This design comes from an exercise in tuning for small area and a short achievable clock period on the open sky130 flow, not from production work. Function was not checked in any run shown here: the RTL went through the layout flow alone. Power is estimated from default activity; no workload was simulated.

==> flow/design.v, too long to show whole: its modules and the start of the top module <==
// module fp32_mul: 1446 lines
// module fp32_mul_fa: 7 lines
// module fp32_mul_ha: 7 lines
module fp32_mul (
    input wire          clk         ,
    input wire          rst_n       ,
    input wire [31:0]   a           ,        
    input wire [31:0]   b           ,        
    input wire          in_valid    ,        
    output reg          out_valid   ,        
    output reg [31:0]   result               
);
  // ...
==> flow/flow/run.sh <==
#!/bin/bash
# The standard layout (standard.sh) with two changes: the ports are buffered
# by buf_2 cells instead of the default delay buffers, and the setup repair
# aims for a slack of 6 ns. Synthesis is unchanged.
set -euo pipefail
sed "s/SETUP_SLACK_MARGIN=[0-9.]*/SETUP_SLACK_MARGIN=6/" standard.sh > standard_margin.sh
bash standard_margin.sh BUFFER_PORTS_ARGS="-buffer_cell sky130_fd_sc_hd__buf_2" finish > flow_make.log 2>&1
==> flow/standard.sh <==
#!/bin/bash
# synth_recipe.tcl (not shown) runs the flow's synth.tcl, then flattens the netlist and writes it again
# the make line also repeats each setting of config.mk as NAME=value (left out here)
make -C /OpenROAD-flow-scripts/flow DESIGN_CONFIG=/design/flow/config.mk WORK_HOME=/design/flow/orfs CLKGATE_MAP_FILE= SYNTH_SCRIPT=/design/flow/synth_recipe.tcl "${@:-finish}"
==> flow/config.mk <==
export PLATFORM = sky130hd
export DESIGN_NAME = fp32_mul
export DESIGN_NICKNAME = fp32_mul
export VERILOG_FILES = /design/flow/design.v
export SDC_FILE = /design/flow/constraint.sdc
export NUM_CORES = 4
export LEC_CHECK = 0
export ABC_AREA = 1
export CAP_MARGIN = 10
export CORE_MARGIN = 2
export CORE_UTILIZATION = 40
export SETUP_SLACK_MARGIN = 5
export SLEW_MARGIN = 10
export SYNTH_HIERARCHICAL = 1
export SYNTH_MINIMUM_KEEP_SIZE = 0
export TNS_END_PERCENT = 10
==> flow/constraint.sdc <==
create_clock -name core_clock -period 10.0 [get_ports {clk}]
set_input_delay 2.0000 -clock core_clock [delete_from_list [all_inputs] [get_ports {clk}]]
set_output_delay 2.0000 -clock core_clock [all_outputs]
set_load 0.01 [all_outputs]
==> results.sh, run 1 <==
export IMPL_timing_critical_path_cells="clkinvlp_2 > o22ai_1 > xor2_1 > fa_1 > fa_1 > fa_1 > ha_1 > a21o_1"
export IMPL_async_reset_ff_frac=0.0164
export IMPL_switching_share=0.520
export IMPL_die_w_um=238
export IMPL_drt_vias_per_instance=5.85
export IMPL_largest_registers="s2_hb (60), result (32)"
export IMPL_grtUsageTotal=0.254
export IMPL_startpoint_type="flip-flop"
export IMPL_critPathArrivalTime_ns=4.53
export IMPL_min_to="s2_sign"
export IMPL_synthCells=2724
export IMPL_postCtsSetupBuffers=29
export IMPL_die_area_um2=56800
export IMPL_total_number_of_tap_cells=696
export IMPL_critPathKind="flip-flop to flip-flop"
export IMPL_wirelength_met1_um=29900
export IMPL_clockBufferDepth=2
export IMPL_worstSetupEndpoint="s2_lg[4]"
export IMPL_signal_buffers=196
export IMPL_synthXorXnorAreaFrac=0.115
export IMPL_gr_usage_met1=0.336
export IMPL_number_of_global_route_vias_before_repair=20389
export IMPL_cp_num_buf_inv=1
export IMPL_outcome="finished clean"
export IMPL_cts_sink_count=183
export IMPL_reg2reg_depth=8
export IMPL_relative_contribution_of_combinational_cells_to_total_power=0.754
export IMPL_ff_latch_area_um2=3690
export IMPL_highest_layer="met4"
export IMPL_boundaryPins=100
export IMPL_met2_length_um=32900
export IMPL_drive_gt1_frac=0.169
export IMPL_synth_ff_latch_count=183
export IMPL_final_min_clock_period_ns=4.15
export IMPL_clk_pin_slew_ns=0.08
export IMPL_synth_distinct_cells=53
export IMPL_synth_most_common_cell="sky130_fd_sc_hd__nand2_1"
export IMPL_post_cts_resized_instances=135
export IMPL_holdBufCountCts=0
export IMPL_maxSlewHeadroom=0.523
export IMPL_power_density_nw_per_um2=291
export IMPL_drt_drc_violations_left=0
export IMPL_drtAntennaViolNets=0
export IMPL_row_count=85
==> inputs of run 2 (changes only) <==
--- a/flow/design.v
+++ b/flow/design.v
@@ -145,179 +145,221 @@
     assign bsf[19] = (rsb[0] & cb[19]) | (rsb[1] & cb[18]) | (rsb[2] & cb[17]) | (rsb[3] & cb[16]);
     assign bsf[20] = (rsb[0] & cb[20]) | (rsb[1] & cb[19]) | (rsb[2] & cb[18]) | (rsb[3] & cb[17]);
     assign bsf[21] = (rsb[0] & cb[21]) | (rsb[1] & cb[20]) | (rsb[2] & cb[19]) | (rsb[3] & cb[18]);
     assign bsf[22] = (rsb[0] & cb[22]) | (rsb[1] & cb[21]) | (rsb[2] & cb[20]) | (rsb[3] & cb[19]);
     wire [4:0]  lza = {qsa[4] | qsa[5], qsa[2] | qsa[3], qsa[1] | qsa[3] | qsa[5],
                        rsa[2] | rsa[3], rsa[1] | rsa[3]};
     wire [4:0]  lzb = {qsb[4] | qsb[5], qsb[2] | qsb[3], qsb[1] | qsb[3] | qsb[5],
                        rsb[2] | rsb[3], rsb[1] | rsb[3]};
+    wire [31:0] tza_v = {8'hff, ma};
+    wire tza_a0_0 = tza_v[0] | tza_v[1];
+    wire [0:0] tza_z0_0 = ~tza_v[0];
+    wire tza_a0_1 = tza_v[2] | tza_v[3];
+    wire [0:0] tza_z0_1 = ~tza_v[2];
+    wire tza_a0_2 = tza_v[4] | tza_v[5];
+    wire [0:0] tza_z0_2 = ~tza_v[4];
+    wire tza_a0_3 = tza_v[6] | tza_v[7];
+    wire [0:0] tza_z0_3 = ~tza_v[6];
+    wire tza_a0_4 = tza_v[8] | tza_v[9];
+    wire [0:0] tza_z0_4 = ~tza_v[8];
+    wire tza_a0_5 = tza_v[10] | tza_v[11];
+    wire [0:0] tza_z0_5 = ~tza_v[10];
+    wire tza_a0_6 = tza_v[12] | tza_v[13];
+    wire [0:0] tza_z0_6 = ~tza_v[12];
+    wire tza_a0_7 = tza_v[14] | tza_v[15];
+    wire [0:0] tza_z0_7 = ~tza_v[14];
+    wire tza_a0_8 = tza_v[16] | tza_v[17];
+    wire [0:0] tza_z0_8 = ~tza_v[16];
+    wire tza_a0_9 = tza_v[18] | tza_v[19];
+    wire [0:0] tza_z0_9 = ~tza_v[18];
+    wire tza_a0_10 = tza_v[20] | tza_v[21];
+    wire [0:0] tza_z0_10 = ~tza_v[20];
+    wire tza_a0_11 = tza_v[22] | tza_v[23];
+    wire [0:0] tza_z0_11 = ~tza_v[22];
+    wire tza_a0_12 = tza_v[24] | tza_v[25];
+    wire [0:0] tza_z0_12 = ~tza_v[24];
+    wire tza_a0_13 = tza_v[26] | tza_v[27];
+    wire [0:0] tza_z0_13 = ~tza_v[26];
+    wire tza_a0_14 = tza_v[28] | tza_v[29];
+    wire [0:0] tza_z0_14 = ~tza_v[28];
+    wire tza_a0_15 = tza_v[30] | tza_v[31];
+    wire [0:0] tza_z0_15 = ~tza_v[30];
+    wire tza_a1_0 = tza_a0_0 | tza_a0_1;
+    wire [1:0] tza_z1_0 = tza_a0_0 ? {1'b0, tza_z0_0} : {1'b1, tza_z0_1};
+    wire tza_a1_1 = tza_a0_2 | tza_a0_3;
+    wire [1:0] tza_z1_1 = tza_a0_2 ? {1'b0, tza_z0_2} : {1'b1, tza_z0_3};
+    wire tza_a1_2 = tza_a0_4 | tza_a0_5;
+    wire [1:0] tza_z1_2 = tza_a0_4 ? {1'b0, tza_z0_4} : {1'b1, tza_z0_5};
+    wire tza_a1_3 = tza_a0_6 | tza_a0_7;
+    wire [1:0] tza_z1_3 = tza_a0_6 ? {1'b0, tza_z0_6} : {1'b1, tza_z0_7};
+    wire tza_a1_4 = tza_a0_8 | tza_a0_9;
+    wire [1:0] tza_z1_4 = tza_a0_8 ? {1'b0, tza_z0_8} : {1'b1, tza_z0_9};
+    wire tza_a1_5 = tza_a0_10 | tza_a0_11;
+    wire [1:0] tza_z1_5 = tza_a0_10 ? {1'b0, tza_z0_10} : {1'b1, tza_z0_11};
+    wire tza_a1_6 = tza_a0_12 | tza_a0_13;
+    wire [1:0] tza_z1_6 = tza_a0_12 ? {1'b0, tza_z0_12} : {1'b1, tza_z0_13};
+    wire tza_a1_7 = tza_a0_14 | tza_a0_15;
+    wire [1:0] tza_z1_7 = tza_a0_14 ? {1'b0, tza_z0_14} : {1'b1, tza_z0_15};
+    wire tza_a2_0 = tza_a1_0 | tza_a1_1;
+    wire [2:0] tza_z2_0 = tza_a1_0 ? {1'b0, tza_z1_0} : {1'b1, tza_z1_1};
+    wire tza_a2_1 = tza_a1_2 | tza_a1_3;
+    wire [2:0] tza_z2_1 = tza_a1_2 ? {1'b0, tza_z1_2} : {1'b1, tza_z1_3};
+    wire tza_a2_2 = tza_a1_4 | tza_a1_5;
+    wire [2:0] tza_z2_2 = tza_a1_4 ? {1'b0, tza_z1_4} : {1'b1, tza_z1_5};
+    wire tza_a2_3 = tza_a1_6 | tza_a1_7;
+    wire [2:0] tza_z2_3 = tza_a1_6 ? {1'b0, tza_z1_6} : {1'b1, tza_z1_7};
+    wire tza_a3_0 = tza_a2_0 | tza_a2_1;
+    wire [3:0] tza_z3_0 = tza_a2_0 ? {1'b0, tza_z2_0} : {1'b1, tza_z2_1};
+    wire tza_a3_1 = tza_a2_2 | tza_a2_3;
+    wire [3:0] tza_z3_1 = tza_a2_2 ? {1'b0, tza_z2_2} : {1'b1, tza_z2_3};
+    wire tza_a4_0 = tza_a3_0 | tza_a3_1;
+    wire [4:0] tza_z4_0 = tza_a3_0 ? {1'b0, tza_z3_0} : {1'b1, tza_z3_1};
+    wire [31:0] tzb_v = {8'hff, mb};
+    wire tzb_a0_0 = tzb_v[0] | tzb_v[1];
+    wire [0:0] tzb_z0_0 = ~tzb_v[0];
+    wire tzb_a0_1 = tzb_v[2] | tzb_v[3];
+    wire [0:0] tzb_z0_1 = ~tzb_v[2];
+    wire tzb_a0_2 = tzb_v[4] | tzb_v[5];
+    wire [0:0] tzb_z0_2 = ~tzb_v[4];
+    wire tzb_a0_3 = tzb_v[6] | tzb_v[7];
+    wire [0:0] tzb_z0_3 = ~tzb_v[6];
+    wire tzb_a0_4 = tzb_v[8] | tzb_v[9];
+    wire [0:0] tzb_z0_4 = ~tzb_v[8];
+    wire tzb_a0_5 = tzb_v[10] | tzb_v[11];
+    wire [0:0] tzb_z0_5 = ~tzb_v[10];
+    wire tzb_a0_6 = tzb_v[12] | tzb_v[13];
+    wire [0:0] tzb_z0_6 = ~tzb_v[12];
+    wire tzb_a0_7 = tzb_v[14] | tzb_v[15];
+    wire [0:0] tzb_z0_7 = ~tzb_v[14];
+    wire tzb_a0_8 = tzb_v[16] | tzb_v[17];
+    wire [0:0] tzb_z0_8 = ~tzb_v[16];
+    wire tzb_a0_9 = tzb_v[18] | tzb_v[19];
+    wire [0:0] tzb_z0_9 = ~tzb_v[18];
+    wire tzb_a0_10 = tzb_v[20] | tzb_v[21];
+    wire [0:0] tzb_z0_10 = ~tzb_v[20];
+    wire tzb_a0_11 = tzb_v[22] | tzb_v[23];
+    wire [0:0] tzb_z0_11 = ~tzb_v[22];
+    wire tzb_a0_12 = tzb_v[24] | tzb_v[25];
+    wire [0:0] tzb_z0_12 = ~tzb_v[24];
+    wire tzb_a0_13 = tzb_v[26] | tzb_v[27];
+    wire [0:0] tzb_z0_13 = ~tzb_v[26];
+    wire tzb_a0_14 = tzb_v[28] | tzb_v[29];
+    wire [0:0] tzb_z0_14 = ~tzb_v[28];
+    wire tzb_a0_15 = tzb_v[30] | tzb_v[31];
+    wire [0:0] tzb_z0_15 = ~tzb_v[30];
+    wire tzb_a1_0 = tzb_a0_0 | tzb_a0_1;
+    wire [1:0] tzb_z1_0 = tzb_a0_0 ? {1'b0, tzb_z0_0} : {1'b1, tzb_z0_1};
+    wire tzb_a1_1 = tzb_a0_2 | tzb_a0_3;
+    wire [1:0] tzb_z1_1 = tzb_a0_2 ? {1'b0, tzb_z0_2} : {1'b1, tzb_z0_3};
+    wire tzb_a1_2 = tzb_a0_4 | tzb_a0_5;
+    wire [1:0] tzb_z1_2 = tzb_a0_4 ? {1'b0, tzb_z0_4} : {1'b1, tzb_z0_5};
+    wire tzb_a1_3 = tzb_a0_6 | tzb_a0_7;
+    wire [1:0] tzb_z1_3 = tzb_a0_6 ? {1'b0, tzb_z0_6} : {1'b1, tzb_z0_7};
+    wire tzb_a1_4 = tzb_a0_8 | tzb_a0_9;
+    wire [1:0] tzb_z1_4 = tzb_a0_8 ? {1'b0, tzb_z0_8} : {1'b1, tzb_z0_9};
+    wire tzb_a1_5 = tzb_a0_10 | tzb_a0_11;
+    wire [1:0] tzb_z1_5 = tzb_a0_10 ? {1'b0, tzb_z0_10} : {1'b1, tzb_z0_11};
+    wire tzb_a1_6 = tzb_a0_12 | tzb_a0_13;
+    wire [1:0] tzb_z1_6 = tzb_a0_12 ? {1'b0, tzb_z0_12} : {1'b1, tzb_z0_13};
+    wire tzb_a1_7 = tzb_a0_14 | tzb_a0_15;
+    wire [1:0] tzb_z1_7 = tzb_a0_14 ? {1'b0, tzb_z0_14} : {1'b1, tzb_z0_15};
+    wire tzb_a2_0 = tzb_a1_0 | tzb_a1_1;
+    wire [2:0] tzb_z2_0 = tzb_a1_0 ? {1'b0, tzb_z1_0} : {1'b1, tzb_z1_1};
+    wire tzb_a2_1 = tzb_a1_2 | tzb_a1_3;
+    wire [2:0] tzb_z2_1 = tzb_a1_2 ? {1'b0, tzb_z1_2} : {1'b1, tzb_z1_3};
+    wire tzb_a2_2 = tzb_a1_4 | tzb_a1_5;
+    wire [2:0] tzb_z2_2 = tzb_a1_4 ? {1'b0, tzb_z1_4} : {1'b1, tzb_z1_5};
+    wire tzb_a2_3 = tzb_a1_6 | tzb_a1_7;
+    wire [2:0] tzb_z2_3 = tzb_a1_6 ? {1'b0, tzb_z1_6} : {1'b1, tzb_z1_7};
+    wire tzb_a3_0 = tzb_a2_0 | tzb_a2_1;
+    wire [3:0] tzb_z3_0 = tzb_a2_0 ? {1'b0, tzb_z2_0} : {1'b1, tzb_z2_1};
+    wire tzb_a3_1 = tzb_a2_2 | tzb_a2_3;
+    wire [3:0] tzb_z3_1 = tzb_a2_2 ? {1'b0, tzb_z2_2} : {1'b1, tzb_z2_3};
+    wire tzb_a4_0 = tzb_a3_0 | tzb_a3_1;
+    wire [4:0] tzb_z4_0 = tzb_a3_0 ? {1'b0, tzb_z3_0} : {1'b1, tzb_z3_1};
+    wire [5:0]  tzab = {1'b0, tza_z4_0[4:0]} + {1'b0, tzb_z4_0[4:0]};
+    wire [23:0] yn = {1'b1, bsf};
+    wire [24:0] yx = {yn, 1'b0};
+    wire [11:0] one, two, neg;
+    genvar gi;
+    generate
+        for (gi = 0; gi < 12; gi = gi + 1) begin : g_booth
+            assign one[gi] = yx[2*gi+1] ^ yx[2*gi];
+            assign two[gi] = (yx[2*gi+2] & ~yx[2*gi+1] & ~yx[2*gi]) |
+                             (~yx[2*gi+2] & yx[2*gi+1] & yx[2*gi]);
+            assign neg[gi] = yx[2*gi+2];
+        end
+    endgenerate
     reg         s1_valid;
-    reg [22:0]  s1_xf, s1_yf;
+    reg [22:0]  s1_xf;
+    reg [11:0]  s1_one, s1_two, s1_neg;
+    reg [5:0]   s1_tz;
     reg [8:0]   s1_esum;
     reg [4:0]   s1_lz;
     reg         s1_sign, s1_nan, s1_inf, s1_zero;
     always @(posedge clk or negedge rst_n) begin
         if (!rst_n) s1_valid <= 1'b0;
         else        s1_valid <= in_valid;
     end
     always @(posedge clk) begin
         s1_xf    <= asf;
-        s1_yf    <= bsf;
+        s1_one   <= one;
+        s1_two   <= two;
+        s1_neg   <= neg;
+        s1_tz    <= tzab;
         s1_esum  <= {1'b0, ea[7:1], ea[0] | a_e0} + {1'b0, eb[7:1], eb[0] | b_e0};
         s1_lz    <= lza | lzb;
         s1_sign  <= a[31] ^ b[31];
         s1_nan   <= c_nan;
         s1_inf   <= c_inf;
         s1_zero  <= c_zero;
     end
     wire [23:0] xn  = {1'b1, s1_xf};
-    wire [23:0] yn  = {1'b1, s1_yf};
     wire [9:0]  e1  = {1'b0, s1_esum} - 10'd127 - {5'd0, s1_lz};
-    wire [21:0] ylo;            
-    wire yo0_1 = yn[1] | yn[0];
-    wire yo0_3 = yn[3] | yn[2];
-    wire yo0_5 = yn[5] | yn[4];
-    wire yo0_7 = yn[7] | yn[6];
-    wire yo0_9 = yn[9] | yn[8];
-    wire yo0_11 = yn[11] | yn[10];
-    wire yo0_13 = yn[13] | yn[12];
-    wire yo0_15 = yn[15] | yn[14];
-    wire yo0_17 = yn[17] | yn[16];
-    wire yo0_19 = yn[19] | yn[18];
-    wire yo0_21 = yn[21] | yn[20];
-    wire yo1_2 = yn[2] | yo0_1;
-    wire yo1_3 = yo0_3 | yo0_1;
-    wire yo1_6 = yn[6] | yo0_5;
-    wire yo1_7 = yo0_7 | yo0_5;
-    wire yo1_10 = yn[10] | yo0_9;
-    wire yo1_11 = yo0_11 | yo0_9;
-    wire yo1_14 = yn[14] | yo0_13;
-    wire yo1_15 = yo0_15 | yo0_13;
-    wire yo1_18 = yn[18] | yo0_17;
-    wire yo1_19 = yo0_19 | yo0_17;
-    wire yo2_4 = yn[4] | yo1_3;
-    wire yo2_5 = yo0_5 | yo1_3;
-    wire yo2_6 = yo1_6 | yo1_3;
-    wire yo2_7 = yo1_7 | yo1_3;
-    wire yo2_12 = yn[12] | yo1_11;
-    wire yo2_13 = yo0_13 | yo1_11;
-    wire yo2_14 = yo1_14 | yo1_11;
-    wire yo2_15 = yo1_15 | yo1_11;
-    wire yo2_20 = yn[20] | yo1_19;
-    wire yo2_21 = yo0_21 | yo1_19;
-    wire yo3_8 = yn[8] | yo2_7;
-    wire yo3_9 = yo0_9 | yo2_7;
-    wire yo3_10 = yo1_10 | yo2_7;
-    wire yo3_11 = yo1_11 | yo2_7;
-    wire yo3_12 = yo2_12 | yo2_7;
-    wire yo3_13 = yo2_13 | yo2_7;
-    wire yo3_14 = yo2_14 | yo2_7;
-    wire yo3_15 = yo2_15 | yo2_7;
-    wire yo4_16 = yn[16] | yo3_15;
-    wire yo4_17 = yo0_17 | yo3_15;
-    wire yo4_18 = yo1_18 | yo3_15;
-    wire yo4_19 = yo1_19 | yo3_15;
-    wire yo4_20 = yo2_20 | yo3_15;
-    wire yo4_21 = yo2_21 | yo3_15;
-    assign ylo[0] = yn[0];
-    assign ylo[1] = yo0_1;
-    assign ylo[2] = yo1_2;
-    assign ylo[3] = yo1_3;
-    assign ylo[4] = yo2_4;
-    assign ylo[5] = yo2_5;
-    assign ylo[6] = yo2_6;
-    assign ylo[7] = yo2_7;
-    assign ylo[8] = yo3_8;
-    assign ylo[9] = yo3_9;
-    assign ylo[10] = yo3_10;
-    assign ylo[11] = yo3_11;
-    assign ylo[12] = yo3_12;
-    assign ylo[13] = yo3_13;
-    assign ylo[14] = yo3_14;
-    assign ylo[15] = yo3_15;
-    assign ylo[16] = yo4_16;
-    assign ylo[17] = yo4_17;
-    assign ylo[18] = yo4_18;
-    assign ylo[19] = yo4_19;
-    assign ylo[20] = yo4_20;
-    assign ylo[21] = yo4_21;
-    wire [21:0] stk;
-    assign stk[0] = xn[0] & ylo[21];
-    assign stk[1] = xn[1] & ylo[20];
-    assign stk[2] = xn[2] & ylo[19];
-    assign stk[3] = xn[3] & ylo[18];
-    assign stk[4] = xn[4] & ylo[17];
-    assign stk[5] = xn[5] & ylo[16];
-    assign stk[6] = xn[6] & ylo[15];
-    assign stk[7] = xn[7] & ylo[14];
-    assign stk[8] = xn[8] & ylo[13];
-    assign stk[9] = xn[9] & ylo[12];
-    assign stk[10] = xn[10] & ylo[11];
-    assign stk[11] = xn[11] & ylo[10];
-    assign stk[12] = xn[12] & ylo[9];
-    assign stk[13] = xn[13] & ylo[8];
-    assign stk[14] = xn[14] & ylo[7];
-    assign stk[15] = xn[15] & ylo[6];
-    assign stk[16] = xn[16] & ylo[5];
-    assign stk[17] = xn[17] & ylo[4];
-    assign stk[18] = xn[18] & ylo[3];
-    assign stk[19] = xn[19] & ylo[2];
-    assign stk[20] = xn[20] & ylo[1];
-    assign stk[21] = xn[21] & ylo[0];
-    wire        sticky = |stk;
-    wire [24:0] yx = {yn, 1'b0};
-    wire [11:0] one, two, neg;
-    genvar gi;
-    generate
-        for (gi = 0; gi < 12; gi = gi + 1) begin : g_booth
-            assign one[gi] = yx[2*gi+1] ^ yx[2*gi];
-            assign two[gi] = (yx[2*gi+2] & ~yx[2*gi+1] & ~yx[2*gi]) |
-                             (~yx[2*gi+2] & yx[2*gi+1] & yx[2*gi]);
-            assign neg[gi] = yx[2*gi+2];
-        end
-    endgenerate
-    wire [24:0] pp0 = (({25{one[0]}} & {1'b0, xn}) | ({25{two[0]}} & {xn, 1'b0})) ^ {25{neg[0]}};
-    wire [24:0] pp1 = (({25{one[1]}} & {1'b0, xn}) | ({25{two[1]}} & {xn, 1'b0})) ^ {25{neg[1]}};
-    wire [24:0] pp2 = (({25{one[2]}} & {1'b0, xn}) | ({25{two[2]}} & {xn, 1'b0})) ^ {25{neg[2]}};
-    wire [24:0] pp3 = (({25{one[3]}} & {1'b0, xn}) | ({25{two[3]}} & {xn, 1'b0})) ^ {25{neg[3]}};
-    wire [24:0] pp4 = (({25{one[4]}} & {1'b0, xn}) | ({25{two[4]}} & {xn, 1'b0})) ^ {25{neg[4]}};
-    wire [24:0] pp5 = (({25{one[5]}} & {1'b0, xn}) | ({25{two[5]}} & {xn, 1'b0})) ^ {25{neg[5]}};
-    wire [24:0] pp6 = (({25{one[6]}} & {1'b0, xn}) | ({25{two[6]}} & {xn, 1'b0})) ^ {25{neg[6]}};
-    wire [24:0] pp7 = (({25{one[7]}} & {1'b0, xn}) | ({25{two[7]}} & {xn, 1'b0})) ^ {25{neg[7]}};
-    wire [24:0] pp8 = (({25{one[8]}} & {1'b0, xn}) | ({25{two[8]}} & {xn, 1'b0})) ^ {25{neg[8]}};
-    wire [24:0] pp9 = (({25{one[9]}} & {1'b0, xn}) | ({25{two[9]}} & {xn, 1'b0})) ^ {25{neg[9]}};
-    wire [24:0] pp10 = (({25{one[10]}} & {1'b0, xn}) | ({25{two[10]}} & {xn, 1'b0})) ^ {25{neg[10]}};
-    wire [24:0] pp11 = (({25{one[11]}} & {1'b0, xn}) | ({25{two[11]}} & {xn, 1'b0})) ^ {25{neg[11]}};
+    wire [6:0]  tzs = {1'b0, s1_tz} + {2'b0, s1_lz};
+    wire        sticky = (tzs < 7'd22);
+    wire [24:0] pp0 = (({25{s1_one[0]}} & {1'b0, xn}) | ({25{s1_two[0]}} & {xn, 1'b0})) ^ {25{s1_neg[0]}};
+    wire [24:0] pp1 = (({25{s1_one[1]}} & {1'b0, xn}) | ({25{s1_two[1]}} & {xn, 1'b0})) ^ {25{s1_neg[1]}};
+    wire [24:0] pp2 = (({25{s1_one[2]}} & {1'b0, xn}) | ({25{s1_two[2]}} & {xn, 1'b0})) ^ {25{s1_neg[2]}};
+    wire [24:0] pp3 = (({25{s1_one[3]}} & {1'b0, xn}) | ({25{s1_two[3]}} & {xn, 1'b0})) ^ {25{s1_neg[3]}};
+    wire [24:0] pp4 = (({25{s1_one[4]}} & {1'b0, xn}) | ({25{s1_two[4]}} & {xn, 1'b0})) ^ {25{s1_neg[4]}};
+    wire [24:0] pp5 = (({25{s1_one[5]}} & {1'b0, xn}) | ({25{s1_two[5]}} & {xn, 1'b0})) ^ {25{s1_neg[5]}};
+    wire [24:0] pp6 = (({25{s1_one[6]}} & {1'b0, xn}) | ({25{s1_two[6]}} & {xn, 1'b0})) ^ {25{s1_neg[6]}};
+    wire [24:0] pp7 = (({25{s1_one[7]}} & {1'b0, xn}) | ({25{s1_two[7]}} & {xn, 1'b0})) ^ {25{s1_neg[7]}};
+    wire [24:0] pp8 = (({25{s1_one[8]}} & {1'b0, xn}) | ({25{s1_two[8]}} & {xn, 1'b0})) ^ {25{s1_neg[8]}};
+    wire [24:0] pp9 = (({25{s1_one[9]}} & {1'b0, xn}) | ({25{s1_two[9]}} & {xn, 1'b0})) ^ {25{s1_neg[9]}};
+    wire [24:0] pp10 = (({25{s1_one[10]}} & {1'b0, xn}) | ({25{s1_two[10]}} & {xn, 1'b0})) ^ {25{s1_neg[10]}};
+    wire [24:0] pp11 = (({25{s1_one[11]}} & {1'b0, xn}) | ({25{s1_two[11]}} & {xn, 1'b0})) ^ {25{s1_neg[11]}};
     wire hs0, hc0;
-    fp32_mul_ha u_ha0 (.a(neg[8]), .b(pp0[16]), .s(hs0), .co(hc0));
+    fp32_mul_ha u_ha0 (.a(s1_neg[8]), .b(pp0[16]), .s(hs0), .co(hc0));
     wire hs1, hc1;
     fp32_mul_ha u_ha1 (.a(pp0[17]), .b(pp1[15]), .s(hs1), .co(hc1));
     wire fs0, fc0;
-    fp32_mul_fa u_fa0 (.a(neg[9]), .b(pp0[18]), .c(pp1[16]), .s(fs0), .co(fc0));
+    fp32_mul_fa u_fa0 (.a(s1_neg[9]), .b(pp0[18]), .c(pp1[16]), .s(fs0), .co(fc0));
     wire hs2, hc2;
     fp32_mul_ha u_ha2 (.a(pp2[14]), .b(pp3[12]), .s(hs2), .co(hc2));
     wire fs1, fc1;
     fp32_mul_fa u_fa1 (.a(pp0[19]), .b(pp1[17]), .c(pp2[15]), .s(fs1), .co(fc1));
     wire hs3, hc3;
     fp32_mul_ha u_ha3 (.a(pp3[13]), .b(pp4[11]), .s(hs3), .co(hc3));
     wire fs2, fc2;
-    fp32_mul_fa u_fa2 (.a(neg[10]), .b(pp0[20]), .c(pp10[0]), .s(fs2), .co(fc2));
+    fp32_mul_fa u_fa2 (.a(s1_neg[10]), .b(pp0[20]), .c(pp10[0]), .s(fs2), .co(fc2));
     wire fs3, fc3;
     fp32_mul_fa u_fa3 (.a(pp1[18]), .b(pp2[16]), .c(pp3[14]), .s(fs3), .co(fc3));
     wire hs4, hc4;
     fp32_mul_ha u_ha4 (.a(pp4[12]), .b(pp5[10]), .s(hs4), .co(hc4));
     wire fs4, fc4;
     fp32_mul_fa u_fa4 (.a(pp0[21]), .b(pp10[1]), .c(pp1[19]), .s(fs4), .co(fc4));
     wire fs5, fc5;
     fp32_mul_fa u_fa5 (.a(pp2[17]), .b(pp3[15]), .c(pp4[13]), .s(fs5), .co(fc5));
     wire hs5, hc5;
     fp32_mul_ha u_ha5 (.a(pp5[11]), .b(pp6[9]), .s(hs5), .co(hc5));
     wire fs6, fc6;
-    fp32_mul_fa u_fa6 (.a(neg[11]), .b(pp0[22]), .c(pp10[2]), .s(fs6), .co(fc6));
+    fp32_mul_fa u_fa6 (.a(s1_neg[11]), .b(pp0[22]), .c(pp10[2]), .s(fs6), .co(fc6));
     wire fs7, fc7;
     fp32_mul_fa u_fa7 (.a(pp11[0]), .b(pp1[20]), .c(pp2[18]), .s(fs7), .co(fc7));
     wire fs8, fc8;
     fp32_mul_fa u_fa8 (.a(pp3[16]), .b(pp4[14]), .c(pp5[12]), .s(fs8), .co(fc8));
     wire hs6, hc6;
     fp32_mul_ha u_ha6 (.a(pp6[10]), .b(pp7[8]), .s(hs6), .co(hc6));
     wire fs9, fc9;
     fp32_mul_fa u_fa9 (.a(pp0[23]), .b(pp10[3]), .c(pp11[1]), .s(fs9), .co(fc9));
@@ -331,85 +373,85 @@
     fp32_mul_fa u_fa12 (.a(xn[0]), .b(pp0[24]), .c(pp10[4]), .s(fs12), .co(fc12));
     wire fs13, fc13;
     fp32_mul_fa u_fa13 (.a(pp11[2]), .b(pp1[22]), .c(pp2[20]), .s(fs13), .co(fc13));
     wire fs14, fc14;
     fp32_mul_fa u_fa14 (.a(pp3[18]), .b(pp4[16]), .c(pp5[14]), .s(fs14), .co(fc14));
     wire fs15, fc15;
     fp32_mul_fa u_fa15 (.a(pp6[12]), .b(pp7[10]), .c(pp8[8]), .s(fs15), .co(fc15));
     wire fs16, fc16;
-    fp32_mul_fa u_fa16 (.a(neg[0]), .b(xn[1]), .c(pp10[5]), .s(fs16), .co(fc16));
+    fp32_mul_fa u_fa16 (.a(s1_neg[0]), .b(xn[1]), .c(pp10[5]), .s(fs16), .co(fc16));
     wire fs17, fc17;
     fp32_mul_fa u_fa17 (.a(pp11[3]), .b(pp1[23]), .c(pp2[21]), .s(fs17), .co(fc17));
     wire fs18, fc18;
     fp32_mul_fa u_fa18 (.a(pp3[19]), .b(pp4[17]), .c(pp5[15]), .s(fs18), .co(fc18));
     wire fs19, fc19;
     fp32_mul_fa u_fa19 (.a(pp6[13]), .b(pp7[11]), .c(pp8[9]), .s(fs19), .co(fc19));
     wire fs20, fc20;
-    fp32_mul_fa u_fa20 (.a(neg[0]), .b(xn[2]), .c(pp10[6]), .s(fs20), .co(fc20));
+    fp32_mul_fa u_fa20 (.a(s1_neg[0]), .b(xn[2]), .c(pp10[6]), .s(fs20), .co(fc20));
     wire fs21, fc21;
     fp32_mul_fa u_fa21 (.a(pp11[4]), .b(pp1[24]), .c(pp2[22]), .s(fs21), .co(fc21));
     wire fs22, fc22;
     fp32_mul_fa u_fa22 (.a(pp3[20]), .b(pp4[18]), .c(pp5[16]), .s(fs22), .co(fc22));
     wire fs23, fc23;
     fp32_mul_fa u_fa23 (.a(pp6[14]), .b(pp7[12]), .c(pp8[10]), .s(fs23), .co(fc23));
     wire fs24, fc24;
-    fp32_mul_fa u_fa24 (.a(~neg[0]), .b(~neg[1]), .c(xn[3]), .s(fs24), .co(fc24));
+    fp32_mul_fa u_fa24 (.a(~s1_neg[0]), .b(~s1_neg[1]), .c(xn[3]), .s(fs24), .co(fc24));
     wire fs25, fc25;
     fp32_mul_fa u_fa25 (.a(pp10[7]), .b(pp11[5]), .c(pp2[23]), .s(fs25), .co(fc25));
     wire fs26, fc26;
     fp32_mul_fa u_fa26 (.a(pp3[21]), .b(pp4[19]), .c(pp5[17]), .s(fs26), .co(fc26));
     wire fs27, fc27;
     fp32_mul_fa u_fa27 (.a(pp6[15]), .b(pp7[13]), .c(pp8[11]), .s(fs27), .co(fc27));
     wire fs28, fc28;
     fp32_mul_fa u_fa28 (.a(1'b1), .b(xn[4]), .c(pp10[8]), .s(fs28), .co(fc28));
     wire fs29, fc29;
     fp32_mul_fa u_fa29 (.a(pp11[6]), .b(pp2[24]), .c(pp3[22]), .s(fs29), .co(fc29));
     wire fs30, fc30;
     fp32_mul_fa u_fa30 (.a(pp4[20]), .b(pp5[18]), .c(pp6[16]), .s(fs30), .co(fc30));
     wire hs8, hc8;
     fp32_mul_ha u_ha8 (.a(pp7[14]), .b(pp8[12]), .s(hs8), .co(hc8));
     wire fs31, fc31;
-    fp32_mul_fa u_fa31 (.a(~neg[2]), .b(xn[5]), .c(pp10[9]), .s(fs31), .co(fc31));
+    fp32_mul_fa u_fa31 (.a(~s1_neg[2]), .b(xn[5]), .c(pp10[9]), .s(fs31), .co(fc31));
     wire fs32, fc32;
     fp32_mul_fa u_fa32 (.a(pp11[7]), .b(pp3[23]), .c(pp4[21]), .s(fs32), .co(fc32));
     wire fs33, fc33;
     fp32_mul_fa u_fa33 (.a(pp5[19]), .b(pp6[17]), .c(pp7[15]), .s(fs33), .co(fc33));
     wire fs34, fc34;
     fp32_mul_fa u_fa34 (.a(1'b1), .b(xn[6]), .c(pp10[10]), .s(fs34), .co(fc34));
     wire fs35, fc35;
     fp32_mul_fa u_fa35 (.a(pp11[8]), .b(pp3[24]), .c(pp4[22]), .s(fs35), .co(fc35));
     wire hs9, hc9;
     fp32_mul_ha u_ha9 (.a(pp5[20]), .b(pp6[18]), .s(hs9), .co(hc9));
     wire fs36, fc36;
-    fp32_mul_fa u_fa36 (.a(~neg[3]), .b(xn[7]), .c(pp10[11]), .s(fs36), .co(fc36));
+    fp32_mul_fa u_fa36 (.a(~s1_neg[3]), .b(xn[7]), .c(pp10[11]), .s(fs36), .co(fc36));
     wire fs37, fc37;
     fp32_mul_fa u_fa37 (.a(pp11[9]), .b(pp4[23]), .c(pp5[21]), .s(fs37), .co(fc37));
     wire fs38, fc38;
     fp32_mul_fa u_fa38 (.a(1'b1), .b(xn[8]), .c(pp10[12]), .s(fs38), .co(fc38));
     wire hs10, hc10;
     fp32_mul_ha u_ha10 (.a(pp11[10]), .b(pp4[24]), .s(hs10), .co(hc10));
     wire fs39, fc39;
-    fp32_mul_fa u_fa39 (.a(~neg[4]), .b(xn[9]), .c(pp10[13]), .s(fs39), .co(fc39));
+    fp32_mul_fa u_fa39 (.a(~s1_neg[4]), .b(xn[9]), .c(pp10[13]), .s(fs39), .co(fc39));
     wire hs11, hc11;
     fp32_mul_ha u_ha11 (.a(1'b1), .b(xn[10]), .s(hs11), .co(hc11));
     wire hs12, hc12;
-    fp32_mul_ha u_ha12 (.a(neg[5]), .b(pp0[10]), .s(hs12), .co(hc12));
+    fp32_mul_ha u_ha12 (.a(s1_neg[5]), .b(pp0[10]), .s(hs12), .co(hc12));
     wire hs13, hc13;
     fp32_mul_ha u_ha13 (.a(pp0[11]), .b(pp1[9]), .s(hs13), .co(hc13));
     wire fs40, fc40;
-    fp32_mul_fa u_fa40 (.a(neg[6]), .b(pp0[12]), .c(pp1[10]), .s(fs40), .co(fc40));
+    fp32_mul_fa u_fa40 (.a(s1_neg[6]), .b(pp0[12]), .c(pp1[10]), .s(fs40), .co(fc40));
     wire hs14, hc14;
     fp32_mul_ha u_ha14 (.a(pp2[8]), .b(pp3[6]), .s(hs14), .co(hc14));
     wire fs41, fc41;
     fp32_mul_fa u_fa41 (.a(pp0[13]), .b(pp1[11]), .c(pp2[9]), .s(fs41), .co(fc41));
     wire hs15, hc15;
     fp32_mul_ha u_ha15 (.a(pp3[7]), .b(pp4[5]), .s(hs15), .co(hc15));
     wire fs42, fc42;
-    fp32_mul_fa u_fa42 (.a(neg[7]), .b(pp0[14]), .c(pp1[12]), .s(fs42), .co(fc42));
+    fp32_mul_fa u_fa42 (.a(s1_neg[7]), .b(pp0[14]), .c(pp1[12]), .s(fs42), .co(fc42));
     wire fs43, fc43;
     fp32_mul_fa u_fa43 (.a(pp2[10]), .b(pp3[8]), .c(pp4[6]), .s(fs43), .co(fc43));
     wire hs16, hc16;
     fp32_mul_ha u_ha16 (.a(pp5[4]), .b(pp6[2]), .s(hs16), .co(hc16));
     wire fs44, fc44;
     fp32_mul_fa u_fa44 (.a(pp0[15]), .b(pp1[13]), .c(pp2[11]), .s(fs44), .co(fc44));
     wire fs45, fc45;
     fp32_mul_fa u_fa45 (.a(pp3[9]), .b(pp4[7]), .c(pp5[5]), .s(fs45), .co(fc45));
@@ -525,45 +567,45 @@
     fp32_mul_fa u_fa99 (.a(hc10), .b(fc38), .c(fs39), .s(fs99), .co(fc99));
     wire fs100, fc100;
     fp32_mul_fa u_fa100 (.a(hs11), .b(pp10[14]), .c(pp11[12]), .s(fs100), .co(fc100));
     wire fs101, fc101;
     fp32_mul_fa u_fa101 (.a(pp5[24]), .b(pp6[22]), .c(pp7[20]), .s(fs101), .co(fc101));
     wire fs102, fc102;
     fp32_mul_fa u_fa102 (.a(pp8[18]), .b(pp9[16]), .c(fc39), .s(fs102), .co(fc102));
     wire fs103, fc103;
-    fp32_mul_fa u_fa103 (.a(~neg[5]), .b(xn[11]), .c(hc11), .s(fs103), .co(fc103));
+    fp32_mul_fa u_fa103 (.a(~s1_neg[5]), .b(xn[11]), .c(hc11), .s(fs103), .co(fc103));
     wire fs104, fc104;
     fp32_mul_fa u_fa104 (.a(pp10[15]), .b(pp11[13]), .c(pp6[23]), .s(fs104), .co(fc104));
     wire fs105, fc105;
     fp32_mul_fa u_fa105 (.a(pp7[21]), .b(pp8[19]), .c(pp9[17]), .s(fs105), .co(fc105));
     wire fs106, fc106;
     fp32_mul_fa u_fa106 (.a(1'b1), .b(xn[12]), .c(pp10[16]), .s(fs106), .co(fc106));
     wire fs107, fc107;
     fp32_mul_fa u_fa107 (.a(pp11[14]), .b(pp6[24]), .c(pp7[22]), .s(fs107), .co(fc107));
     wire hs18, hc18;
     fp32_mul_ha u_ha18 (.a(pp8[20]), .b(pp9[18]), .s(hs18), .co(hc18));
     wire fs108, fc108;
-    fp32_mul_fa u_fa108 (.a(~neg[6]), .b(xn[13]), .c(pp10[17]), .s(fs108), .co(fc108));
+    fp32_mul_fa u_fa108 (.a(~s1_neg[6]), .b(xn[13]), .c(pp10[17]), .s(fs108), .co(fc108));
     wire fs109, fc109;
     fp32_mul_fa u_fa109 (.a(pp11[15]), .b(pp7[23]), .c(pp8[21]), .s(fs109), .co(fc109));
     wire fs110, fc110;
     fp32_mul_fa u_fa110 (.a(1'b1), .b(xn[14]), .c(pp10[18]), .s(fs110), .co(fc110));
     wire hs19, hc19;
     fp32_mul_ha u_ha19 (.a(pp11[16]), .b(pp7[24]), .s(hs19), .co(hc19));
     wire fs111, fc111;
-    fp32_mul_fa u_fa111 (.a(~neg[7]), .b(xn[15]), .c(pp10[19]), .s(fs111), .co(fc111));
+    fp32_mul_fa u_fa111 (.a(~s1_neg[7]), .b(xn[15]), .c(pp10[19]), .s(fs111), .co(fc111));
     wire hs20, hc20;
     fp32_mul_ha u_ha20 (.a(1'b1), .b(xn[16]), .s(hs20), .co(hc20));
     wire hs21, hc21;
-    fp32_mul_ha u_ha21 (.a(neg[3]), .b(pp0[6]), .s(hs21), .co(hc21));
+    fp32_mul_ha u_ha21 (.a(s1_neg[3]), .b(pp0[6]), .s(hs21), .co(hc21));
     wire hs22, hc22;
     fp32_mul_ha u_ha22 (.a(pp0[7]), .b(pp1[5]), .s(hs22), .co(hc22));
     wire fs112, fc112;
-    fp32_mul_fa u_fa112 (.a(neg[4]), .b(pp0[8]), .c(pp1[6]), .s(fs112), .co(fc112));
+    fp32_mul_fa u_fa112 (.a(s1_neg[4]), .b(pp0[8]), .c(pp1[6]), .s(fs112), .co(fc112));
     wire hs23, hc23;
     fp32_mul_ha u_ha23 (.a(pp2[4]), .b(pp3[2]), .s(hs23), .co(hc23));
     wire fs113, fc113;
     fp32_mul_fa u_fa113 (.a(pp0[9]), .b(pp1[7]), .c(pp2[5]), .s(fs113), .co(fc113));
     wire hs24, hc24;
     fp32_mul_ha u_ha24 (.a(pp3[3]), .b(pp4[1]), .s(hs24), .co(hc24));
     wire fs114, fc114;
     fp32_mul_fa u_fa114 (.a(pp1[8]), .b(pp2[6]), .c(pp3[4]), .s(fs114), .co(fc114));
@@ -685,29 +727,29 @@
     fp32_mul_fa u_fa172 (.a(pp11[17]), .b(pp8[23]), .c(pp9[21]), .s(fs172), .co(fc172));
     wire fs173, fc173;
     fp32_mul_fa u_fa173 (.a(hc19), .b(fc110), .c(fs111), .s(fs173), .co(fc173));
     wire fs174, fc174;
     fp32_mul_fa u_fa174 (.a(hs20), .b(pp10[20]), .c(pp11[18]), .s(fs174), .co(fc174));
     wire fs175, fc175;
     fp32_mul_fa u_fa175 (.a(pp8[24]), .b(pp9[22]), .c(fc111), .s(fs175), .co(fc175));
     wire fs176, fc176;
-    fp32_mul_fa u_fa176 (.a(~neg[8]), .b(xn[17]), .c(hc20), .s(fs176), .co(fc176));
+    fp32_mul_fa u_fa176 (.a(~s1_neg[8]), .b(xn[17]), .c(hc20), .s(fs176), .co(fc176));
     wire fs177, fc177;
     fp32_mul_fa u_fa177 (.a(pp10[21]), .b(pp11[19]), .c(pp9[23]), .s(fs177), .co(fc177));
     wire fs178, fc178;
     fp32_mul_fa u_fa178 (.a(1'b1), .b(xn[18]), .c(pp10[22]), .s(fs178), .co(fc178));
     wire hs25, hc25;
     fp32_mul_ha u_ha25 (.a(pp11[20]), .b(pp9[24]), .s(hs25), .co(hc25));
     wire fs179, fc179;
-    fp32_mul_fa u_fa179 (.a(~neg[9]), .b(xn[19]), .c(pp10[23]), .s(fs179), .co(fc179));
+    fp32_mul_fa u_fa179 (.a(~s1_neg[9]), .b(xn[19]), .c(pp10[23]), .s(fs179), .co(fc179));
     wire hs26, hc26;
     fp32_mul_ha u_ha26 (.a(1'b1), .b(xn[20]), .s(hs26), .co(hc26));
     wire hs27, hc27;
-    fp32_mul_ha u_ha27 (.a(neg[2]), .b(pp0[4]), .s(hs27), .co(hc27));
+    fp32_mul_ha u_ha27 (.a(s1_neg[2]), .b(pp0[4]), .s(hs27), .co(hc27));
     wire hs28, hc28;
     fp32_mul_ha u_ha28 (.a(pp0[5]), .b(pp1[3]), .s(hs28), .co(hc28));
     wire fs180, fc180;
     fp32_mul_fa u_fa180 (.a(pp1[4]), .b(pp2[2]), .c(pp3[0]), .s(fs180), .co(fc180));
     wire fs181, fc181;
     fp32_mul_fa u_fa181 (.a(pp2[3]), .b(pp3[1]), .c(hc21), .s(fs181), .co(fc181));
     wire fs182, fc182;
     fp32_mul_fa u_fa182 (.a(pp4[0]), .b(hc22), .c(hs23), .s(fs182), .co(fc182));
@@ -779,21 +821,21 @@
     fp32_mul_fa u_fa215 (.a(fs176), .b(fc174), .c(fs177), .s(fs215), .co(fc215));
     wire fs216, fc216;
     fp32_mul_fa u_fa216 (.a(fc176), .b(hs25), .c(fc177), .s(fs216), .co(fc216));
     wire fs217, fc217;
     fp32_mul_fa u_fa217 (.a(pp11[21]), .b(hc25), .c(fc178), .s(fs217), .co(fc217));
     wire fs218, fc218;
     fp32_mul_fa u_fa218 (.a(hs26), .b(pp10[24]), .c(pp11[22]), .s(fs218), .co(fc218));
     wire fs219, fc219;
-    fp32_mul_fa u_fa219 (.a(~neg[10]), .b(xn[21]), .c(hc26), .s(fs219), .co(fc219));
+    fp32_mul_fa u_fa219 (.a(~s1_neg[10]), .b(xn[21]), .c(hc26), .s(fs219), .co(fc219));
     wire hs29, hc29;
     fp32_mul_ha u_ha29 (.a(1'b1), .b(xn[22]), .s(hs29), .co(hc29));
     wire hs30, hc30;
-    fp32_mul_ha u_ha30 (.a(neg[1]), .b(pp0[2]), .s(hs30), .co(hc30));
+    fp32_mul_ha u_ha30 (.a(s1_neg[1]), .b(pp0[2]), .s(hs30), .co(hc30));
     wire hs31, hc31;
     fp32_mul_ha u_ha31 (.a(pp0[3]), .b(pp1[1]), .s(hs31), .co(hc31));
     wire fs220, fc220;
     fp32_mul_fa u_fa220 (.a(pp1[2]), .b(pp2[0]), .c(hs27), .s(fs220), .co(fc220));
     wire fs221, fc221;
     fp32_mul_fa u_fa221 (.a(pp2[1]), .b(hc27), .c(hs28), .s(fs221), .co(fc221));
     wire fs222, fc222;
     fp32_mul_fa u_fa222 (.a(hc28), .b(hs21), .c(fs180), .s(fs222), .co(fc222));
@@ -873,19 +915,19 @@
     fp32_mul_fa u_fa259 (.a(fs179), .b(fc216), .c(fs217), .s(fs259), .co(fc259));
     wire fs260, fc260;
     fp32_mul_fa u_fa260 (.a(fc179), .b(fs218), .c(fc217), .s(fs260), .co(fc260));
     wire fs261, fc261;
     fp32_mul_fa u_fa261 (.a(pp11[23]), .b(fs219), .c(fc218), .s(fs261), .co(fc261));
     wire fs262, fc262;
     fp32_mul_fa u_fa262 (.a(hs29), .b(pp11[24]), .c(fc219), .s(fs262), .co(fc262));
     wire fs263, fc263;
-    fp32_mul_fa u_fa263 (.a(~neg[11]), .b(xn[23]), .c(hc29), .s(fs263), .co(fc263));
+    fp32_mul_fa u_fa263 (.a(~s1_neg[11]), .b(xn[23]), .c(hc29), .s(fs263), .co(fc263));
     wire [17:0] ls, lc;
-    assign ls[0] = neg[0];
+    assign ls[0] = s1_neg[0];
     assign lc[0] = pp0[0];
     assign ls[1] = pp0[1];
     assign lc[1] = 1'b0;
     assign ls[2] = hs30;
     assign lc[2] = pp1[0];
     assign ls[3] = hc30;
     assign lc[3] = hs31;
     assign ls[4] = hc31;
==> flow/config.mk (replaced) <==
export PLATFORM = sky130hd
export DESIGN_NAME = fp32_mul
export DESIGN_NICKNAME = fp32_mul
export VERILOG_FILES = /design/flow/design.v
export SDC_FILE = /design/flow/constraint.sdc
export NUM_CORES = 4
export LEC_CHECK = 0
export ABC_AREA = 1
export CAP_MARGIN = 20
export CORE_MARGIN = 2
export CORE_UTILIZATION = 40
export SETUP_SLACK_MARGIN = 5
export SLEW_MARGIN = 20
export SYNTH_HIERARCHICAL = 1
export SYNTH_MINIMUM_KEEP_SIZE = 0
==> run 2 against run 1 <==
Global-route usage fell by 1.7 points. Clock power rose by 25%. Via count rose by 2.2%. Cell count rose by 4.7%. Combinational power barely moved. Largest cell class unchanged. Non-clock buffer count rose by 25. Area after synthesis rose by 3.6%. Sequential cell count rose by 18. Sequential share of layout area rose by 0.92 points. Clock skew barely moved. Register-to-register slack improved by 0.14 ns. Critical endpoint is now s2_hb[27]. Routed wire length rose by 0.78%.
==> results.sh, run 2 <==
export IMPL_boundaryPins=100
export IMPL_drt_drc_violations_left=0
export IMPL_wl_per_cell_um=20.3
export IMPL_number_of_buffers_created_by_cts=24
export IMPL_final_hold_violation_count=0
export IMPL_power_ir_vdd_worst_uv=159
export IMPL_synthTopCellsByArea="sky130_fd_sc_hd__fa_1 (24%), sky130_fd_sc_hd__dfxtp_1 (17%), sky130_fd_sc_hd__xor2_1 (12%), sky130_fd_sc_hd__o22ai_1 (8.2%), sky130_fd_sc_hd__nand2_1 (6.4%)"
export IMPL_cts_htree_levels=1
export IMPL_mostFrequentLayoutCell="sky130_fd_sc_hd__nand2_1"
export IMPL_post_synth_cell_area_avg_um2=8.15
export IMPL_dp_hpwl_um=51400
export IMPL_min_delay_path_depth=0
export IMPL_effective_utilization_at_floorplan=0.404
export IMPL_antenna_cells=0
export IMPL_clk_pin_slew_ns=0.06
export IMPL_synth_seq_area_share=0.178
export IMPL_synth_flop_cell="sky130_fd_sc_hd__dfxtp_1"
export IMPL_flow_area_growth_from_synthesis_pct=14.9
export IMPL_cts_sink_count=201
export IMPL_critPathKind="flip-flop to flip-flop"
export IMPL_dpl_instance_area_um2=23900
export IMPL_drv_cap=0
export IMPL_post_synth_instance_area_um2=22700
export IMPL_synth_largest_type_area_fraction=0.236
export IMPL_hold_path_startpoint="s1_inf"
export IMPL_layout_common_cells="sky130_fd_sc_hd__nand2_1 (378), sky130_fd_sc_hd__xor2_1 (308), sky130_fd_sc_hd__o22ai_1 (298), sky130_fd_sc_hd__inv_1 (290), sky130_fd_sc_hd__fa_1 (267)"
export IMPL_yosysTopAreaCell="sky130_fd_sc_hd__fa_1"
export IMPL_finalWirelength_um=74800
export IMPL_finalCritPeriodShare=0.401
export IMPL_maxSlewViolCount=0
export IMPL_die_area_um2=58800
export IMPL_dr_first_iter_drc_count=2220
export IMPL_drive_gt1_frac=0.164
export IMPL_synth_edff_count=0
export IMPL_async_reset_ff_frac=0.0149
export IMPL_critPathArrivalTime_ns=4.46
export IMPL_rsz0062_at_grt="yes"
export IMPL_layout_nets=3370
export IMPL_worstSetupStartpoint="s1_one[4]"
export IMPL_synth_top_cells_by_count="sky130_fd_sc_hd__nand2_1 (389), sky130_fd_sc_hd__inv_1 (330), sky130_fd_sc_hd__xor2_1 (308)"
export IMPL_synth_distinct_cells=58
export IMPL_drtAntennaViolNets=0
export IMPL_grtUsageTotal=0.237
export IMPL_row_count=87
export IMPL_final_min_clock_period_ns=4.01
export IMPL_finalWorstSetupSlack_ns=5.99
export IMPL_finalSetupTns_ns=0
export IMPL_port_buffers=99
export IMPL_core_area_um2=56300
export IMPL_synth_ff_latch_count=201
export IMPL_reg2reg_depth=8
export IMPL_first_pass_iters=8
export IMPL_routabilityCongestion=0.895
export IMPL_grt_start_max_net_pins=27
export IMPL_fmax_ghz=0.250
export IMPL_clockBufferDepth=3
export IMPL_min_to="s2_inf"
export IMPL_design_area_um2=26100
export IMPL_dieHeight_um=242
export IMPL_outcome="finished clean"
export IMPL_clk_latency_ns=0.57
export IMPL_max_slew_worst_pin_slew_ns=1.01
export IMPL_drt_vias_per_instance=5.71
export IMPL_p_total_mw=7.67
export IMPL_number_of_global_route_vias_before_repair=20478
export IMPL_timing_critical_path_to_type="flip-flop"
export IMPL_synthCells=2792
export IMPL_maxSlewHeadroom=0.323
export IMPL_largest_register_ff_count=60
export IMPL_ff2ff_setup_slack_ns=5.99
export IMPL_stdcell_count=3691
export IMPL_n_fill_cell=5441
export IMPL_largest_register="s2_hb"
export IMPL_dpl_cell_count=3524
export IMPL_setup_violating_endpoint_count_in_the_final_report=0
export IMPL_tritoncts="built"
export IMPL_global_route_wire_length_before_repair_um=113000
export IMPL_startpoint_type="flip-flop"
export IMPL_die_w_um=242
export IMPL_final_hold_worst_slack_ns=0.325
export IMPL_initial_antenna_violation_count=0
export IMPL_total_leakage_power_nw=11.5
export IMPL_gr_total_overflow=0
export IMPL_synth_most_common_cell="sky130_fd_sc_hd__nand2_1"
export IMPL_clockRootBuffer="sky130_fd_sc_hd__clkbuf_16"
export IMPL_holdCritPathClass="flip-flop to flip-flop"
export IMPL_required_ns=10.45
export IMPL_worstPathMaxFanout=11
export IMPL_warning_count_from_the_yosys_run=7
export IMPL_finalCoreUtilization=0.464
export IMPL_worstReg2RegEnd="s2_hb[27]"
export IMPL_largest_registers="s2_hb (60), result (32), s1_xf (23)"
export IMPL_vias=21091
export IMPL_power_density_nw_per_um2=293
export IMPL_worst_clock_skew_ns=0.0146
export IMPL_pre_cts_slack_ns=3.95
export IMPL_crit_reg2reg_launch="s1_one[4]"
-- run 2: worst max-delay path by stage --
| stage | to | cells past startpoint |
|---|---|---|
| 2_1_floorplan | s1_tz[4] | 15 |
| 3_3_place_gp | s1_xf[6] | 18 |
| 3_5_place_dp | s1_xf[6] | 18 |
| 4_1_cts | s1_two[8] | 20 |
| 5_1_grt | s2_lg[3] | 10 |
| 6_report | s2_hb[27] | 8 |
-- run 2: kinds of logic (layout without fill, tap and decap cells) --
kind of cell,after synthesis,after routing,share of synthesized area
and+or+nand+nor,807,810,0.158
AOI/OAI and AO/OA,583,583,0.158
buffers and inverters,496,625,0.0838
adders and majority gates,383,383,0.299
xor gates and xnor gates,320,320,0.123
DFF,201,201,0.178
other,2,13,0.000330
-- run 2: routing by layer --
layer | wire, um | global-route usage | share of wire
met2 | 33300 | 0.382 | 0.44
met4 | 3860 | 0.0993 | 0.052
met3 | 7270 | 0.0395 | 0.097
met1 | 30400 | 0.316 | 0.41
met5 | 0 | 0 | 0
-- run 2: timing repair --
item,in CTS,in global routing
gates cloned,10,18
setup endpoints to repair,94,113
pin swaps,9,27
resized for setup,48,106
setup buffers,31,67
hold buffers,0,0
-- run 2: area by class of cell --
cell class	count	area (um^2)	area share
Timing Repair inverter	24	159	0.00608
Multi-Input combinational cell	2109	17300	0.661
Clock buffer	30	663	0.0254
Clock inverter	11	98.8	0.00378
Sequential cell	201	4050	0.155
Inverter	339	1400	0.0534
Timing Repair Buffer	221	1530	0.0587
Tap cell	756	946	0.0362
-- run 2: critical path, stage by stage, from the launching register on --
cell,delay (ns)
sky130_fd_sc_hd__dfxtp_1,0.56
sky130_fd_sc_hd__clkinvlp_4,0.44
sky130_fd_sc_hd__o22ai_1,0.31
sky130_fd_sc_hd__xor2_1,0.25
sky130_fd_sc_hd__fa_1,0.50
sky130_fd_sc_hd__fa_1,0.47
sky130_fd_sc_hd__fa_1,0.45
sky130_fd_sc_hd__fa_1,0.52
sky130_fd_sc_hd__fa_1,0.40
-- run 2: power by group --
| part | switching (mW) | total (mW) | leakage [nW] | internal [mW] |
|---|---|---|---|---|
| clock network | 0.363 | 0.837 | 0.368 | 0.473 |
| registers | 0.118 | 1.24 | 1.69 | 1.12 |
| logic | 3.41 | 5.59 | 9.44 | 2.18 |
-- run 2: Yosys stat by module, one instance, submodules excluded --
module	flip-flops and latches	area [um^2]	cells	copies in the design
fp32_mul_ha	0	12.5	1	32
fp32_mul_fa	0	20.0	1	264
fp32_mul	201	17100	2496	1

## port drivers added, routing unchanged
Ports are ideal in the flow. The routed layouts listed here were re-timed in OpenROAD. Step 1 (the two cells are an assumption about what drives the block):
set clk [get_ports {clk}]
set_driving_cell -lib_cell sky130_fd_sc_hd__clkbuf_16 $clk
set_driving_cell -lib_cell sky130_fd_sc_hd__buf_2 [delete_from_list [all_inputs] $clk]
Step 2, shift: input delay + t, output delay - t, t = (earliest + latest rising clock arrival at the registers) / 2. This alone moves slack from input paths to output paths. a / b / c = ideal ports / drivers / drivers and shift; a / b = the first two.
run	t (ns)	setup slack, ns	worst setup path after step 2	worst slew at a driven data input, ns	cell pins on the clock port's net
run 1	0.525	5.851 / 5.851 / 5.552	input to register	0.04	1
run 2	0.623	5.994 / 5.994 / 5.510	input to register	0.05	1
After both steps every run listed still meets setup and hold. The setup slack of run 2, which loses most, moves by 0.000 ns with the drivers and by -0.484 ns with both steps.
